What follows belongs to an exercise in optimizing a design on an open flow for small area, a short achievable clock period and few clock cycles; a production flow would make more cautious choices.
Only the layout flow was run in this run; the RTL was not checked for function there.
Power figures rest on the tool's default switching activity, not on a simulated workload.

### flow/config.mk
export PLATFORM = sky130hd
export DESIGN_NAME = mips_pipeline
export DESIGN_NICKNAME = mips_pipeline
export VERILOG_FILES = /design/flow/design.v
export SDC_FILE = /design/flow/constraint.sdc
export NUM_CORES = 4
export LEC_CHECK = 0
export CAP_MARGIN = 20
export CORE_MARGIN = 2
export CORE_UTILIZATION = 30
export PLACE_DENSITY = 0.5
export SLEW_MARGIN = 20
### flow/constraint.sdc
create_clock -name core_clock -period 24.0 [get_ports {clk}]
set_input_delay 4.8000 -clock core_clock [delete_from_list [all_inputs] [get_ports {clk}]]
set_output_delay 4.8000 -clock core_clock [all_outputs]
set_load 0.01 [all_outputs]
### flow/design.v
module mips_pipeline(
input clk,
input rst_n,
output [6:0] imem_addr,
input [31:0] imem_rdata,
output [6:0] dmem_addr,
output [31:0] dmem_wdata,
output dmem_we,
input [31:0] dmem_rdata,
output wb_en,
output [4:0] wb_addr,
output [31:0] wb_data
    );
parameter BTB_N = 4;
reg  [6:0]  pc_f;           
reg  [31:0] ir;             
reg  [6:0]  pc_e;           
reg         v_e;            
reg         m_we;           
reg         m_load;         
reg         m_store;        
reg  [4:0]  m_rd;
reg  [31:0] m_res;          
reg  [6:0]  m_addr;         
reg         w_en;
reg  [4:0]  w_rd;
reg  [31:0] w_data;
reg  [31:0] rf [1:31];
reg  [31:1] rf_v;           
wire [5:0] op = ir[31:26];
wire [4:0] rs = ir[25:21];
wire [4:0] rt = ir[20:16];
wire [4:0] rd = ir[15:11];
wire [4:0] sa = ir[10:6];
wire [5:0] fn = ir[5:0];
wire [31:0] simm = {{16{ir[15]}}, ir[15:0]};
wire op_r    = (op == 6'h00);
wire op_jr   = op_r & fn[3];
wire op_sh   = op_r & ~fn[5] & ~fn[3];    
wire op_shv  = op_sh & fn[2];             
wire op_addi = (op == 6'h08);
wire op_andi = (op == 6'h0C);
wire op_ori  = (op == 6'h0D);
wire op_lui  = (op == 6'h0F);
wire op_lw   = (op == 6'h23);
wire op_sw   = (op == 6'h2B);
wire op_beq  = (op == 6'h04);
wire op_bne  = (op == 6'h05);
wire op_bgtz = (op == 6'h07);
wire op_bz   = (op == 6'h01);             
wire op_j    = (op == 6'h02);
wire wr_rt   = op_addi | op_andi | op_ori | op_lui | op_lw;
wire wr_rd   = op_r & ~op_jr;
wire [4:0] dst = op_r ? rd : rt;
wire use_rs  = ~(op_j | op_lui | (op_sh & ~op_shv));
wire use_rt  = op_r | op_beq | op_bne | op_sw;
wire [31:0] rf_rs = (rs != 5'd0 && rf_v[rs]) ? rf[rs] : 32'd0;
wire [31:0] rf_rt = (rt != 5'd0 && rf_v[rt]) ? rf[rt] : 32'd0;
wire fwd_rs = m_we & ~m_load & (m_rd == rs) & (rs != 5'd0);
wire fwd_rt = m_we & ~m_load & (m_rd == rt) & (rt != 5'd0);
wire [31:0] a  = fwd_rs ? m_res : rf_rs;
wire [31:0] bt = fwd_rt ? m_res : rf_rt;
wire stall = v_e & m_we & m_load & (m_rd != 5'd0) &
             ((use_rs & (m_rd == rs)) | (use_rt & (m_rd == rt)));
wire [31:0] b = op_r ? bt : simm;
wire sub = op_r & fn[1];
wire [31:0] sum = a + (sub ? ~b : b) + {31'd0, sub};
wire [1:0] lsel = op_r ? fn[1:0] : {1'b0, op_ori};
reg  [31:0] logic_r;
always @(*) begin
	case (lsel)
	2'd0: logic_r = a & b;
	2'd1: logic_r = a | b;
	2'd2: logic_r = a ^ b;
	default: logic_r = ~(a | b);
	endcase
end
wire [4:0]  shamt = op_lui ? 5'd16 : (op_shv ? a[4:0] : sa);
wire        shr   = op_sh & fn[1];
wire [31:0] shifted = shr ? (b >> shamt) : (b << shamt);
wire is_logic = (op_r & fn[5] & fn[2]) | op_andi | op_ori;
wire is_shift = op_sh | op_lui;
wire [31:0] result = op_sw ? bt : is_shift ? shifted : is_logic ? logic_r : sum;
wire eq    = (a == bt);
wire azero = (a == 32'd0);
wire cond  = (op_beq & eq) | (op_bne & ~eq) | (op_bgtz & ~a[31] & ~azero) |
             (op_bz & (rt[0] ^ a[31]));
wire [6:0] pc_seq = pc_e + 7'd1;
wire [6:0] pc_br  = pc_seq + ir[6:0];
wire [6:0] pc_next = op_j ? ir[6:0] : op_jr ? a[8:2] : cond ? pc_br : pc_seq;
wire go = v_e & ~stall;
wire redirect = go & (pc_next != pc_f);
reg  [6:0] btb_tag [0:BTB_N-1];
reg  [6:0] btb_tgt [0:BTB_N-1];
reg  [BTB_N-1:0] btb_v;
reg  [$clog2(BTB_N)-1:0] btb_ptr;
reg  [6:0] pred;
integer k;
always @(*) begin
	pred = pc_f + 7'd1;
	for (k = 0; k < BTB_N; k = k + 1)
		if (btb_v[k] && btb_tag[k] == pc_f) pred = btb_tgt[k];
end
reg btb_hit_e;
reg [$clog2(BTB_N)-1:0] btb_idx_e;
always @(*) begin
	btb_hit_e = 1'b0; btb_idx_e = btb_ptr;
	for (k = 0; k < BTB_N; k = k + 1)
		if (btb_v[k] && btb_tag[k] == pc_e) begin btb_hit_e = 1'b1; btb_idx_e = k; end
end
wire jumped = (pc_next != pc_seq);
always @(posedge clk or negedge rst_n) begin
	if (!rst_n) begin
		btb_v <= 0; btb_ptr <= 0;
	end else if (go) begin
		if (jumped) begin
			btb_v[btb_idx_e] <= 1'b1;
			if (!btb_hit_e) btb_ptr <= btb_ptr + 1'b1;
		end else if (btb_hit_e) begin
			btb_v[btb_idx_e] <= 1'b0;
		end
	end
end
always @(posedge clk) begin
	if (go && jumped) begin
		btb_tag[btb_idx_e] <= pc_e;
		btb_tgt[btb_idx_e] <= pc_next;
	end
end
assign imem_addr = pc_f;
always @(posedge clk or negedge rst_n) begin
	if (!rst_n) begin
		pc_f <= 7'd0; v_e <= 1'b0;
	end else if (redirect) begin
		pc_f <= pc_next; v_e <= 1'b0;
	end else if (!stall) begin
		pc_f <= pred; v_e <= 1'b1;
	end
end
always @(posedge clk) begin
	if (!stall) begin
		ir <= imem_rdata; pc_e <= pc_f;
	end
end
always @(posedge clk or negedge rst_n) begin
	if (!rst_n) begin
		m_we <= 1'b0; m_store <= 1'b0;
	end else begin
		m_we <= go & (wr_rt | wr_rd);
		m_store <= go & op_sw;
	end
end
always @(posedge clk) begin
	m_load <= op_lw;
	m_rd <= dst;
	m_res <= result;
	m_addr <= sum[8:2];
end
assign dmem_addr = m_addr;
assign dmem_wdata = m_res;
assign dmem_we = m_store;
wire [31:0] wr_data = m_load ? dmem_rdata : m_res;
always @(posedge clk) begin
	if (m_we && m_rd != 5'd0) rf[m_rd] <= wr_data;
end
always @(posedge clk or negedge rst_n) begin
	if (!rst_n) rf_v <= 31'd0;
	else if (m_we && m_rd != 5'd0) rf_v[m_rd] <= 1'b1;
end
always @(posedge clk or negedge rst_n) begin
	if (!rst_n) w_en <= 1'b0;
	else w_en <= m_we;
end
always @(posedge clk) begin
	w_rd <= m_rd;
	w_data <= wr_data;
end
assign wb_en = w_en;
assign wb_addr = w_rd;
assign wb_data = w_data;
endmodule
### flow/run.sh
#!/bin/bash
# synth_recipe.tcl (not shown) runs the flow's synth.tcl, then flattens the netlist and writes it again
# the make line also repeats each setting of config.mk as NAME=value (left out here)
make -C /OpenROAD-flow-scripts/flow DESIGN_CONFIG=/design/flow/config.mk WORK_HOME=/design/flow/orfs CLKGATE_MAP_FILE= SYNTH_SCRIPT=/design/flow/synth_recipe.tcl finish
==> results.sh <==
export IMPL_min_path_cells=1
export IMPL_cts_buffer_depth=3
export IMPL_wire_per_inst_um=32.5
export IMPL_timing_final_ws_setup_ns=14.83
export IMPL_die_area_mm2=0.226
export IMPL_syn_nets=5145
export IMPL_ys_seq_area_share_pct=53.5
export IMPL_clock_skew_ns=0.0444
export IMPL_final_util_pct=34.6
export IMPL_post_route_min_period_ns=9.17
export IMPL_holdWs_ns=0.466
export IMPL_arrival_ns=9.56
export IMPL_reg2reg_depth=20
export IMPL_drt_iter0_markers=6829
export IMPL_drt_met1_wl_um=111000
export IMPL_synthCells=4961
export IMPL_tightest_slew_ns=1.33
export IMPL_die_w_um=476
export IMPL_synth_fa_ha_area_share_pct=2.24
export IMPL_status="finished clean"
export IMPL_fp_coreArea_mm2=0.222
export IMPL_finalInstanceArea_mm2=0.0768
export IMPL_grt_max_degree=98
export IMPL_path_clk_slew_ns=0.06
export IMPL_fin_nets=5220
export IMPL_leakagePower_nw=25.9
export IMPL_rsz0062_at_grt="no"
export IMPL_cts_resized_gates=0
export IMPL_postRouteAntennaNets=0
export IMPL_cts_hold_fix_buffers=0
export IMPL_numCtsBuffers=141
export IMPL_cts_setup_buffers=0
export IMPL_slowest_stage="dfxtp_4"
export IMPL_setup_tns_ns=0
export IMPL_ff2ff_setup_slack_ns=14.83
export IMPL_final_period_utilization_pct=38.2
export IMPL_cp_max_fo=79
export IMPL_cts_root_buffer="clkbuf_16"
export IMPL_synth_avg_cell_area_um2=13.4
export IMPL_top_layer="met5"
export IMPL_synth_top_family_by_area="multiplexers"
export IMPL_p_switching_w=0.00175
export IMPL_clkLatencyLatePin_ns=0.80
export IMPL_dp_slack_ns=14.52
export IMPL_clock_sinks=1227
export IMPL_p_int_w=0.00423
export IMPL_seqPwrFrac_pct=43.3
export IMPL_syn2layout_area_growth_pct=15.1
export IMPL_overflow=0
export IMPL_async_flop_share_pct=3.91
export IMPL_final_setup_viol_count=0
export IMPL_synthXorXnorAreaFrac_pct=2.19
export IMPL_ys_types=100
export IMPL_hp_start="btb_ptr[1]"
export IMPL_clkPwrFrac_pct=38.3
export IMPL_layout_drive_gt1_share_pct=19.6
export IMPL_hold_viol_final=0
export IMPL_gp_congestion=0.918
export IMPL_numPortBuffers=150
export IMPL_hpwl_um=165000
export IMPL_cp_data_required_time_ns=24.39
export IMPL_reg2reg_to="btb_tgt[3][0]"
export IMPL_holdPathEnd="btb_ptr[1]"
export IMPL_synth_simple_gate_area_share_pct=7.49
export IMPL_dr_pass1_iters=8
export IMPL_path_buf_inv=4
export IMPL_p_sw_share_pct=29.2
export IMPL_worstSetupStartpointType="flop"
export IMPL_synth_mux_area_share_pct=21.0
export IMPL_path_cells="buf_12 -> buf_4 -> buf_4 -> mux2i_1 -> a211oi_1 -> a211oi_1 -> a211oi_1 -> a21oi_1 -> o21ai_0 -> inv_1 -> xnor2_1 -> nor4_1 -> nand4_1 -> o41ai_4 -> nand4_1 -> a31oi_1 -> a21o_1 -> xnor2_1 -> o311ai_2 -> nor3b_4"
export IMPL_crit_family="compound AO/OA/AOI/OAI gates"
export IMPL_placed_area_mm2=0.0719
export IMPL_htreeDepth=4
export IMPL_cap_violations=0
export IMPL_synth_seq_cells=1227
export IMPL_die_h_um=476
export IMPL_cp_end_kind="flop"
export IMPL_track_usage_pct=22.9
export IMPL_worstSetupPathType="flop to flop"
export IMPL_max_slew_margin_pct=11.3
export IMPL_hold_path_class="flop to flop"
export IMPL_wl_met3_um=22300
export IMPL_synth_ff_type="edfxtp_1"
export IMPL_peakVddDrop_uv=74.5
export IMPL_drc=0
export IMPL_slew_violations=0
export IMPL_grt_pass1_vias=46000
export IMPL_grt_pass1_wl_um=366000
export IMPL_synth_edf_count=1087
export IMPL_max_stage_delay_ns=0.88
export IMPL_row_count=173
export IMPL_yosysWarnings=1
export IMPL_p_comb_share_pct=18.4
export IMPL_drt_vias_per_instance=5.87
export IMPL_tritoncts="done"
export IMPL_pin_count=151
export IMPL_syn_area_mm2=0.0667
export IMPL_antenna_found_initial=12
export IMPL_route_met2_wl_um=121000
export IMPL_fmax_mhz=109
export IMPL_synth_compound_area_share_pct=10.5
export IMPL_crit_top_cell="a211oi_1"
export IMPL_powerDensity_mw_per_mm2=77.9
export IMPL_start_util_pct=30.1
export IMPL_routed_wl_um=264000
export IMPL_routed_via_count=47800
-- state kept, by name, indices dropped and copies added (netlist names), named ones only --
signal / cells
btb_ptr: 2
btb_tag: 28
btb_tgt: 28
ir: 32
m_addr: 7
m_load: 1
m_rd: 5
m_res: 32
m_store: 1
m_we: 1
pc_e: 7
pc_f: 7
rf: 992
rf_v: 31
v_e: 1
w_data: 32
w_en: 1
w_rd: 5
-- synthesized netlist by cell type (36+ instances only) --
master       n  area [um^2]
buf_1       50          188
dfrtp_1     48         1200
xor2_1      36          315
nand3_1     62          310
a21oi_1    214         1070
nor2b_1     38          238
mux4_2     443         9980
mux2_2      79          890
a21o_1      36          270
clkbuf_1   211          792
xnor2_1    129         1130
dfxtp_1     92         1840
buf_2       72          360
a211oi_1   115          863
edfxtp_1  1087        32600
o211ai_1    79          593
nor2_1     313         1170
o21ai_0    208         1040
nor3_1      67          335
mux2i_1    311         3110
o22ai_1     39          244
ha_1       116         1450
inv_1      118          443
o21bai_1    40          300
nand2_1    396         1490
-- cell usage in the layout, fill, tap and decap left out, types with 35 or more instances in the layout --
cell | synthesis | final
edfxtp_1 | 1087 | 1087
mux4_2 | 443 | 443
nand2_1 | 396 | 394
mux2i_1 | 311 | 311
nor2_1 | 313 | 279
a21oi_1 | 214 | 214
o21ai_0 | 208 | 199
clkdlybuf4s50_1 | 0 | 149
clkbuf_16 | 0 | 144
buf_4 | 26 | 143
xnor2_1 | 129 | 129
ha_1 | 116 | 116
inv_1 | 118 | 115
a211oi_1 | 115 | 113
dfxtp_1 | 92 | 81
o211ai_1 | 79 | 79
mux2_2 | 79 | 79
nor3_1 | 67 | 64
nand3_1 | 62 | 62
dfrtp_1 | 48 | 48
o21bai_1 | 40 | 40
o22ai_1 | 39 | 39
nor2b_1 | 38 | 38
xor2_1 | 36 | 36
a21o_1 | 36 | 36
nand4_1 | 35 | 35
-- power by group through the flow --
stage	clock (W)	combinational, W	sequential [W]
final	0.00229	0.00110	0.00259
after global routing	0.00241	0.00117	0.00260
after CTS	0.00233	0.00108	0.00259
after detailed placement	0	0.00108	0.00263
after global placement	0	0.00107	0.00263
after floorplan	0	0.000690	0.00257
-- metrics by stage --
stage	instances	power (W)
3_5_place_dp	7868	0.00371
4_1_cts	8129	0.00600
6_report	8133	0.00598
5_1_grt	8130	0.00617
3_3_place_gp	7867	0.00371
2_1_floorplan	4961	0.00326
-- logic make-up (layout without fill, tap and decap cells) --
logic type      after synthesis  count (layout)
other cells                   0               4
flops                      1227            1227
simple gates               1091            1091
buf+inv                     488             681
xor+xnor                    166             166
compound gates             1035            1035
fa+ha+maj                   118             118
mux                         836             836
-- per-layer routing --
metal	track usage, %	vias to the layer above
met4	7.66	2
met1	32.0	25000
li1	-	19800
met2	36.1	2497
met3	3.70	421
met5	0	-
-- how the worst max path moves through the flow --
stage	slack, ns	to	cells past startpoint
floorplan	16.91	btb_tag[0][0]	20
global placement	14.36	btb_tgt[3][0]	20
detailed placement	14.52	btb_tag[1][4]	20
CTS	14.47	btb_tag[1][1]	20
global route	14.32	btb_tgt[3][0]	20
finish	14.83	btb_tgt[3][0]	20
-- layout make-up --
class,instances,area [um^2]
multi-input combinational,3246,29300
tap,2975,3720
sequential,1227,35700
clock inverter,87,1090
clock buffer,174,3790
antenna,4,10.0
timing repair buffer,299,2680
inverter,121,454
fill,21500,145000

-- port drivers added, routing unchanged --
No port has a modelled driver above. Below, the same layout with a new extraction and two added sets of constraints. Step 1 assumes that a clkbuf_16 drives the clock port and a buf_2 every other input. Step 2 adds t to the input delays and takes it off the output delays; t is the mean of the earliest and latest rising clock arrival at the registers after step 1. Input paths then give back, and output paths get back, about the clock's delay inside the block. a / b / c = no drivers / after step 1 / after step 2; a / b = the first two.
shift t [ns]: 0.862
slack for setup (ns): 14.832 / 14.832 / 14.832
hold WS [ns]: 0.466 / 0.466 / 0.466
worst setup path after step 2: register to register
worst register clock-pin slew, ns: 0.07 / 0.07
After both steps this run still meets setup and hold. The setup slack of this run moves by 0.000 ns with the drivers and by 0.000 ns with both steps.
